Source: an optimization exercise on an open RTL-to-GDS flow (aim: small area and a short achievable clock period). Production flows keep margins and buffers that such runs may drop.
In this exercise RTL edits were held to simulation tests only and were not proved equivalent to the original.

==> inputs of run C <==
## rv16_cpu_top
module rv16_cpu_top(rv16_cpu_clock, rv16_cpu_reset, rv16_cpu_dminstr_in, rv16_cpu_dmdata_in, rv16_cpu_addr_out, rv16_cpu_dmdata_out);
==> flow/config.mk <==
export PLATFORM = sky130hd
export DESIGN_NAME = rv16_cpu_top
export DESIGN_NICKNAME = rv16_cpu_top
export VERILOG_FILES = /design/flow/design.v
export SDC_FILE = /design/flow/constraint.sdc
export NUM_CORES = 4
export LEC_CHECK = 0
export ABC_AREA = 1
export CAP_MARGIN = 20
export CORE_MARGIN = 2
export CORE_UTILIZATION = 40
export SLEW_MARGIN = 20
==> flow/constraint.sdc <==
create_clock -name core_clock -period 66.0 [get_ports {rv16_cpu_clock}]
set_input_delay 13.2000 -clock core_clock [delete_from_list [all_inputs] [get_ports {rv16_cpu_clock}]]
set_output_delay 13.2000 -clock core_clock [all_outputs]
set_load 0.01 [all_outputs]
run.sh (not shown) runs the stock make flow with config.mk's settings and CLKGATE_MAP_FILE= SYNTH_SCRIPT=/design/flow/synth_recipe.tcl, a recipe that flattens the netlist after the stock synthesis.
==> inputs of run H, as changes to run C <==
Settings changed: CORE_UTILIZATION 40 to 72, PLACE_DENSITY set to 0.82.
==> inputs of run E, as changes to run C <==
Settings changed: CORE_UTILIZATION 40 to 60, PLACE_DENSITY set to 0.7.
==> summary of the runs <==
Run H finished with timing, DRC and antenna clean. Run E passed the timing, DRC and antenna checks. Run C completed without violations. The highest final area belongs to run C, the lowest to run H. First-iteration DRC count, highest first: run H, run C, run E. In synthesized cell count, run E and run H do not differ. In sequential cell count, run E and run C do not differ. The lowest hold slack belongs to run E, the highest to run C. Clock skew, highest first: run H, run C, run E. Non-clock buffer count, lowest first: run H, run E, run C. The highest utilization belongs to run H, the lowest to run C.

==> build 28: inputs <==
Another version of the RTL of rv16_cpu_top (not shown whole).
==> module rv16_add_unit, before the edit <==
module rv16_add_unit(a, b, sub, dbl, y, b3hi, px, pa);
	parameter DATA = 16;
	input [DATA-1:0] a, b;
	input sub, dbl;
	output [DATA-1:0] y;
	output [1:0] b3hi;
	output [DATA-1:0] px, pa;
	wire [DATA-1:0] x = dbl ? {b[DATA-2:0], 1'b0} : a;
	wire [DATA-1:0] bb = b ^ {DATA{sub}};
	assign px = x ^ bb;
	assign pa = x & bb;
	wire [DATA:0] s = {1'b0, x} + {1'b0, bb} + {{DATA{1'b0}}, sub};
	assign y = s[DATA-1:0];
	assign b3hi = {b[DATA-1] & s[DATA], b[DATA-1] ^ s[DATA]};
endmodule
==> module rv16_div_unit, before the edit <==
module rv16_div_unit(a, b, b3, q);
	parameter DATA = 16;
	parameter K = 4;
	input  [DATA-1:0] a, b;
	output [DATA-1:0] q;
	input  [DATA+1:0] b3;
	wire [K-1:0] at = a[DATA-1 -: K];
	wire [K-1:0] bl = b[K-1:0];
	wire bigk = |b[DATA-1:K];
	wire [K-1:0] qt, rt;
	rv16_div_top4 TOP (.at(at), .bl(bl), .q(qt), .r(rt));
	wire [K-1:0] q0 = bigk ? {K{1'b0}} : qt;
	wire [K-1:0] r0 = bigk ? at : rt;
	assign q[DATA-1 -: K] = q0;
	localparam NR = (DATA - K) / 2;
	wire [DATA*(NR+1)-1:0] rem;
	assign rem[0 +: DATA] = {{(DATA-K){1'b0}}, r0};
	genvar i;
	generate
		for (i = 1; i <= NR; i = i + 1) begin : ROW
			localparam W = K + 2*i;
			wire [W-1:0] t = {rem[(i-1)*DATA +: W-2], a[DATA-1-K-2*(i-1) -: 2]};
			wire [W:0] d1, d2, d3;
			wire big1, big2, big3;
			wire ge1, ge2, ge3;
			if (W == DATA) begin : HL
				assign big1 = 1'b0;
				assign big2 = b[DATA-1];
				assign big3 = |b3[DATA+1:DATA];
			end else begin : HN
				assign big1 = |b[DATA-1:W];
				assign big2 = |b[DATA-1:W-1];
				assign big3 = b >= ((2**W + 2) / 3);
			end
			assign d1 = {1'b0, t} - {1'b0, b[W-1:0]};
			assign d2 = {1'b0, t} - {1'b0, b[W-2:0], 1'b0};
			assign d3 = {1'b0, t} - {1'b0, b3[W-1:0]};
			assign ge1 = ~big1 & ~d1[W];
			assign ge2 = ~big2 & ~d2[W];
			assign ge3 = ~big3 & ~d3[W];
			assign q[DATA-1-K-2*(i-1)] = ge2;
			assign q[DATA-2-K-2*(i-1)] = ge3 | (ge1 & ~ge2);
			if (i < NR) begin : RM
				assign rem[i*DATA +: W] = ge3 ? d3[W-1:0] : ge2 ? d2[W-1:0] : ge1 ? d1[W-1:0] : t;
				assign rem[i*DATA+W +: DATA-W] = {(DATA-W){1'b0}};
			end else begin : RL
				assign rem[i*DATA +: DATA] = {DATA{1'b0}};
			end
		end
	endgenerate
endmodule
==> module rv16_cpu_top, before the edit <==
module rv16_cpu_top(rv16_cpu_clock, rv16_cpu_reset, rv16_cpu_dminstr_in, rv16_cpu_dmdata_in, rv16_cpu_addr_out, rv16_cpu_dmdata_out);
	parameter DATA = 16;
	parameter OPCODE = 4;
	input rv16_cpu_clock;
	input rv16_cpu_reset;
	input [DATA-1:0]rv16_cpu_dminstr_in;
	input [DATA-1:0]rv16_cpu_dmdata_in;
	output reg [DATA-1:0]rv16_cpu_addr_out;
	output reg [DATA-1:0]rv16_cpu_dmdata_out;
	wire [OPCODE-1:0]opcode_out;
	wire [OPCODE-1:0]rs1_addr_out;
	wire [OPCODE-1:0]rs2_addr_out;
	wire [OPCODE-1:0]rd_addr_out;
	rv16_instr_dmux IDMUX (.rv16_dminstr_in(rv16_cpu_dminstr_in), .opcode_out(opcode_out), .rs1_addr_out(rs1_addr_out), .rs2_addr_out(rs2_addr_out), .rd_addr_out(rd_addr_out));
	wire [DATA-1:0]rs1_reg_out;
	wire [DATA-1:0]rs2_reg_out;
	wire [DATA-1:0]rd_fumux_out;
	rv16_register_file REGF (.rd_addr_in(rd_addr_out), .rs1_addr_in(rs1_addr_out), .rs2_addr_in(rs2_addr_out), .rd_reg_in(rd_fumux_out),
						.rv16_reg_clock(rv16_cpu_clock), .rv16_reg_reset(rv16_cpu_reset), .rs1_reg_out(rs1_reg_out), .rs2_reg_out(rs2_reg_out));
	wire [DATA-1:0]rd_addsub_out;
	wire [1:0] b3hi;
	wire div_op = opcode_out[1];
	wire [DATA-1:0] rd_xor_out, rd_and_out;
	rv16_add_unit ADDERUNIT (.a(rs1_reg_out), .b(rs2_reg_out), .sub(opcode_out == 4'd1), .dbl(div_op), .y(rd_addsub_out), .b3hi(b3hi),
		.px(rd_xor_out), .pa(rd_and_out));
	wire [DATA-1:0]rd_mult_out;
	rv16_mult_unit MULTUNIT (.a(rs1_reg_out), .b(rs2_reg_out), .p(rd_mult_out));
	wire [DATA-1:0]rd_div_quo;
	rv16_div_unit DIVUNIT (.a(rs1_reg_out), .b(rs2_reg_out), .b3({b3hi, rd_addsub_out}), .q(rd_div_quo));
	wire [DATA-1:0]rd_or_out;
	rv16_or_unit ORUNIT (rs1_reg_out, rs2_reg_out, rd_or_out);
	rv16_rd_fumux RDMUX (rd_addsub_out, rd_mult_out, rd_div_quo, rd_xor_out, rd_and_out, rd_or_out, rv16_cpu_dmdata_in,
		opcode_out, rd_fumux_out);
	always @(posedge rv16_cpu_clock)
		begin
			if(rv16_cpu_reset)
				begin
					rv16_cpu_addr_out   <= 0;
					rv16_cpu_dmdata_out <= 0;
				end
			else
				begin
					rv16_cpu_addr_out   <= {{(DATA-OPCODE){1'b0}}, rd_addr_out};
					rv16_cpu_dmdata_out <= rd_fumux_out;
				end
		end
endmodule
export LEC_CHECK = 0
export ABC_AREA = 1
export CAP_MARGIN = 20
export CORE_MARGIN = 2
export CORE_UTILIZATION = 40
export SLEW_MARGIN = 20
create_clock -name core_clock -period 66.0 [get_ports {rv16_cpu_clock}]
==> trial 47 (differences from build 28) <==
--- a/flow/design.v
+++ b/flow/design.v
@@ -35,18 +35,10 @@
 	assign rs2_reg_out = rd_ports[rs2_addr_in];
 endmodule
-module rv16_add_unit(a, b, sub, dbl, y, b3hi, px, pa);
+module rv16_add_unit(a, b, sub, y);
 	parameter DATA = 16;
 	input [DATA-1:0] a, b;
-	input sub, dbl;
+	input sub;
 	output [DATA-1:0] y;
-	output [1:0] b3hi;
-	output [DATA-1:0] px, pa;
-	wire [DATA-1:0] x = dbl ? {b[DATA-2:0], 1'b0} : a;
-	wire [DATA-1:0] bb = b ^ {DATA{sub}};
-	assign px = x ^ bb;
-	assign pa = x & bb;
-	wire [DATA:0] s = {1'b0, x} + {1'b0, bb} + {{DATA{1'b0}}, sub};
-	assign y = s[DATA-1:0];
-	assign b3hi = {b[DATA-1] & s[DATA], b[DATA-1] ^ s[DATA]};
+	assign y = a + (b ^ {DATA{sub}}) + {{(DATA-1){1'b0}}, sub};
 endmodule
 module rv16_mult_unit(a, b, p);
@@ -219,10 +211,10 @@
 	assign p = {s71, s63, s55, s48, s41, s35, s29, s24, s19, s15, s11, s8, s5, s3, s1, s0};
 endmodule
-module rv16_div_unit(a, b, b3, q);
+module rv16_div_unit(a, b, q);
 	parameter DATA = 16;
 	parameter K = 4;
 	input  [DATA-1:0] a, b;
 	output [DATA-1:0] q;
-	input  [DATA+1:0] b3;
+	wire [DATA+1:0] b3 = {2'b00, b} + {1'b0, b, 1'b0};
 	wire [K-1:0] at = a[DATA-1 -: K];
 	wire [K-1:0] bl = b[K-1:0];
@@ -593,13 +585,13 @@
 						.rv16_reg_clock(rv16_cpu_clock), .rv16_reg_reset(rv16_cpu_reset), .rs1_reg_out(rs1_reg_out), .rs2_reg_out(rs2_reg_out));
 	wire [DATA-1:0]rd_addsub_out;
-	wire [1:0] b3hi;
-	wire div_op = opcode_out[1];
-	wire [DATA-1:0] rd_xor_out, rd_and_out;
-	rv16_add_unit ADDERUNIT (.a(rs1_reg_out), .b(rs2_reg_out), .sub(opcode_out == 4'd1), .dbl(div_op), .y(rd_addsub_out), .b3hi(b3hi),
-		.px(rd_xor_out), .pa(rd_and_out));
+	rv16_add_unit ADDERUNIT (.a(rs1_reg_out), .b(rs2_reg_out), .sub(opcode_out[0]), .y(rd_addsub_out));
 	wire [DATA-1:0]rd_mult_out;
 	rv16_mult_unit MULTUNIT (.a(rs1_reg_out), .b(rs2_reg_out), .p(rd_mult_out));
 	wire [DATA-1:0]rd_div_quo;
-	rv16_div_unit DIVUNIT (.a(rs1_reg_out), .b(rs2_reg_out), .b3({b3hi, rd_addsub_out}), .q(rd_div_quo));
+	rv16_div_unit DIVUNIT (.a(rs1_reg_out), .b(rs2_reg_out), .q(rd_div_quo));
+	wire [DATA-1:0]rd_xor_out;
+	rv16_xor_unit XORUNIT (.rs1_xor_in(rs1_reg_out), .rs2_xor_in(rs2_reg_out), .rd_xor_out(rd_xor_out));
+	wire [DATA-1:0]rd_and_out;
+	rv16_and_unit ANDUNIT (rs1_reg_out, rs2_reg_out, rd_and_out);
 	wire [DATA-1:0]rd_or_out;
 	rv16_or_unit ORUNIT (rs1_reg_out, rs2_reg_out, rd_or_out);
==> build 60 (differences from build 28) <==
--- a/flow/design.v
+++ b/flow/design.v
@@ -35,5 +35,5 @@
 	assign rs2_reg_out = rd_ports[rs2_addr_in];
 endmodule
-module rv16_add_unit(a, b, sub, dbl, y, b3hi, px, pa);
+module rv16_add_unit(a, b, sub, dbl, y, b3hi);
 	parameter DATA = 16;
 	input [DATA-1:0] a, b;
@@ -41,10 +41,6 @@
 	output [DATA-1:0] y;
 	output [1:0] b3hi;
-	output [DATA-1:0] px, pa;
 	wire [DATA-1:0] x = dbl ? {b[DATA-2:0], 1'b0} : a;
-	wire [DATA-1:0] bb = b ^ {DATA{sub}};
-	assign px = x ^ bb;
-	assign pa = x & bb;
-	wire [DATA:0] s = {1'b0, x} + {1'b0, bb} + {{DATA{1'b0}}, sub};
+	wire [DATA:0] s = {1'b0, x} + {1'b0, b ^ {DATA{sub}}} + {{DATA{1'b0}}, sub};
 	assign y = s[DATA-1:0];
 	assign b3hi = {b[DATA-1] & s[DATA], b[DATA-1] ^ s[DATA]};
@@ -595,11 +591,13 @@
 	wire [1:0] b3hi;
 	wire div_op = opcode_out[1];
-	wire [DATA-1:0] rd_xor_out, rd_and_out;
-	rv16_add_unit ADDERUNIT (.a(rs1_reg_out), .b(rs2_reg_out), .sub(opcode_out == 4'd1), .dbl(div_op), .y(rd_addsub_out), .b3hi(b3hi),
-		.px(rd_xor_out), .pa(rd_and_out));
+	rv16_add_unit ADDERUNIT (.a(rs1_reg_out), .b(rs2_reg_out), .sub(opcode_out[0] & ~div_op), .dbl(div_op), .y(rd_addsub_out), .b3hi(b3hi));
 	wire [DATA-1:0]rd_mult_out;
 	rv16_mult_unit MULTUNIT (.a(rs1_reg_out), .b(rs2_reg_out), .p(rd_mult_out));
 	wire [DATA-1:0]rd_div_quo;
 	rv16_div_unit DIVUNIT (.a(rs1_reg_out), .b(rs2_reg_out), .b3({b3hi, rd_addsub_out}), .q(rd_div_quo));
+	wire [DATA-1:0]rd_xor_out;
+	rv16_xor_unit XORUNIT (.rs1_xor_in(rs1_reg_out), .rs2_xor_in(rs2_reg_out), .rd_xor_out(rd_xor_out));
+	wire [DATA-1:0]rd_and_out;
+	rv16_and_unit ANDUNIT (rs1_reg_out, rs2_reg_out, rd_and_out);
 	wire [DATA-1:0]rd_or_out;
 	rv16_or_unit ORUNIT (rs1_reg_out, rs2_reg_out, rd_or_out);
==> build 72 (differences from build 28) <==
--- a/flow/design.v
+++ b/flow/design.v
@@ -35,5 +35,5 @@
 	assign rs2_reg_out = rd_ports[rs2_addr_in];
 endmodule
-module rv16_add_unit(a, b, sub, dbl, y, b3hi, px, pa);
+module rv16_add_unit(a, b, sub, dbl, y, b3hi);
 	parameter DATA = 16;
 	input [DATA-1:0] a, b;
@@ -41,10 +41,6 @@
 	output [DATA-1:0] y;
 	output [1:0] b3hi;
-	output [DATA-1:0] px, pa;
 	wire [DATA-1:0] x = dbl ? {b[DATA-2:0], 1'b0} : a;
-	wire [DATA-1:0] bb = b ^ {DATA{sub}};
-	assign px = x ^ bb;
-	assign pa = x & bb;
-	wire [DATA:0] s = {1'b0, x} + {1'b0, bb} + {{DATA{1'b0}}, sub};
+	wire [DATA:0] s = {1'b0, x} + {1'b0, b ^ {DATA{sub}}} + {{DATA{1'b0}}, sub};
 	assign y = s[DATA-1:0];
 	assign b3hi = {b[DATA-1] & s[DATA], b[DATA-1] ^ s[DATA]};
@@ -251,5 +247,5 @@
 				assign big1 = |b[DATA-1:W];
 				assign big2 = |b[DATA-1:W-1];
-				assign big3 = b >= ((2**W + 2) / 3);
+				assign big3 = |b3[DATA+1:W];
 			end
 			assign d1 = {1'b0, t} - {1'b0, b[W-1:0]};
@@ -595,11 +591,13 @@
 	wire [1:0] b3hi;
 	wire div_op = opcode_out[1];
-	wire [DATA-1:0] rd_xor_out, rd_and_out;
-	rv16_add_unit ADDERUNIT (.a(rs1_reg_out), .b(rs2_reg_out), .sub(opcode_out == 4'd1), .dbl(div_op), .y(rd_addsub_out), .b3hi(b3hi),
-		.px(rd_xor_out), .pa(rd_and_out));
+	rv16_add_unit ADDERUNIT (.a(rs1_reg_out), .b(rs2_reg_out), .sub(opcode_out[0] & ~div_op), .dbl(div_op), .y(rd_addsub_out), .b3hi(b3hi));
 	wire [DATA-1:0]rd_mult_out;
 	rv16_mult_unit MULTUNIT (.a(rs1_reg_out), .b(rs2_reg_out), .p(rd_mult_out));
 	wire [DATA-1:0]rd_div_quo;
 	rv16_div_unit DIVUNIT (.a(rs1_reg_out), .b(rs2_reg_out), .b3({b3hi, rd_addsub_out}), .q(rd_div_quo));
+	wire [DATA-1:0]rd_xor_out;
+	rv16_xor_unit XORUNIT (.rs1_xor_in(rs1_reg_out), .rs2_xor_in(rs2_reg_out), .rd_xor_out(rd_xor_out));
+	wire [DATA-1:0]rd_and_out;
+	rv16_and_unit ANDUNIT (rs1_reg_out, rs2_reg_out, rd_and_out);
 	wire [DATA-1:0]rd_or_out;
 	rv16_or_unit ORUNIT (rs1_reg_out, rs2_reg_out, rd_or_out);
==> out/results.ini <==
[drt]
wl_met2_um = 43800

[final_layout]
fin_util_pct = 44.8
seq_share_pct = 26.4
multi_input_area_share_pct = 57.1

[setup_path]
critical_path.max_stage_delay_ns = 0.86
path_delay_family = simple AND/OR/NAND/NOR gates

[global_route]
use_met1_pct = 40.8

[outcome]
status = timing/DRC/antenna clean

[clocking]
clk-insertion-delay-late_ns = 0.58

# the run above: build 72

==> out/results.ini <==
[outcome]
status = timing/DRC/antenna clean

[global_route]
use_met1_pct = 39.0

[clocking]
clk-insertion-delay-late_ns = 0.55

[synthesis]
synth_common_cells = nand2_1 (782), inv_1 (431), ha_1 (248)
async_reset_ff_share_pct = 0

[setup_path]
cp-end-kind = register
critical_path.max_stage_delay_ns = 0.69

[final_layout]
seq_share_pct = 26.4
fin_util_pct = 44.8

[drt]
wl_met2_um = 46600

# the run above: build 28

==> out/results.ini <==
[global_route]
use_met1_pct = 39.5

[outcome]
status = timing/DRC/antenna clean

[clocking]
clk-insertion-delay-late_ns = 0.55

[synthesis]
synth.area.top_cells = edfxtp_1 (27%), ha_1 (14%), nand2_1 (11%), inv_1 (6.1%), xor2_1 (5.1%)

[setup_path]
path_delay_family = compound AO/OA/AOI/OAI gates
critical_path.max_stage_delay_ns = 0.67

[final_layout]
fin_util_pct = 44.7
multi_input_area_share_pct = 58.0

[drt]
wl_met2_um = 46200

# the run above: trial 47

==> out/results.ini <==
[outcome]
status = timing/DRC/antenna clean

[placed_design]
portBuffers = 53

[global_route]
use_met1_pct = 40.4

[final_layout]
mostFrequentLayoutCells = nand2_1 (837), inv_1 (411), ha_1 (279), edfxtp_1 (240), nor2_1 (216)
multi_input_area_share_pct = 57.4

[clocking]
clock_path_buffers = 3

[floorplanning]
num_rows = 93

[setup_path]
critPathLaunch = rv16_cpu_dminstr_in[8]
critical_path.max_stage_delay_ns = 0.64

[synthesis]
yosysMostFrequentCell = nand2_1

# the run above: build 60

## separate check: timing with driven ports
No port has a modelled driver above. Below, the same layouts with a new extraction and two added sets of constraints.
Step 1 sets driving cells, clkbuf_16 on the clock port and buf_2 on the other inputs (assumed; they add their load-dependent delay and slew).
Step 2 also shifts input and output timing later by t, the mid clock arrival at the registers, as if the neighbouring blocks saw the same clock.
Slacks: no drivers / after step 1 / after step 2; pairs: no drivers / after step 1.
run | shift t [ns] | slack for setup (ns) | clock arrival spread, ns | cell pins on the clock port's net
run C | 0.591 | 31.139 / 31.168 / 30.577 | 0.019 / 0.019 | 1
run H | 0.570 | 31.109 / 31.133 / 30.563 | 0.027 / 0.027 | 1
run E | 0.587 | 30.906 / 30.938 / 30.351 | 0.019 / 0.018 | 1
build 28 | 0.591 | 33.941 / 33.967 / 33.375 | 0.017 / 0.017 | 1
trial 47 | 0.591 | 34.679 / 34.710 / 34.119 | 0.017 / 0.017 | 1
build 60 | 0.596 | 34.360 / 34.385 / 33.789 | 0.024 / 0.024 | 1
build 72 | 0.615 | 33.795 / 33.822 / 33.208 | 0.025 / 0.025 | 1
After both steps setup and hold are still met in every run listed. For build 72, which loses most, drivers alone change the setup slack by +0.027 ns; drivers and shift together by -0.587 ns.
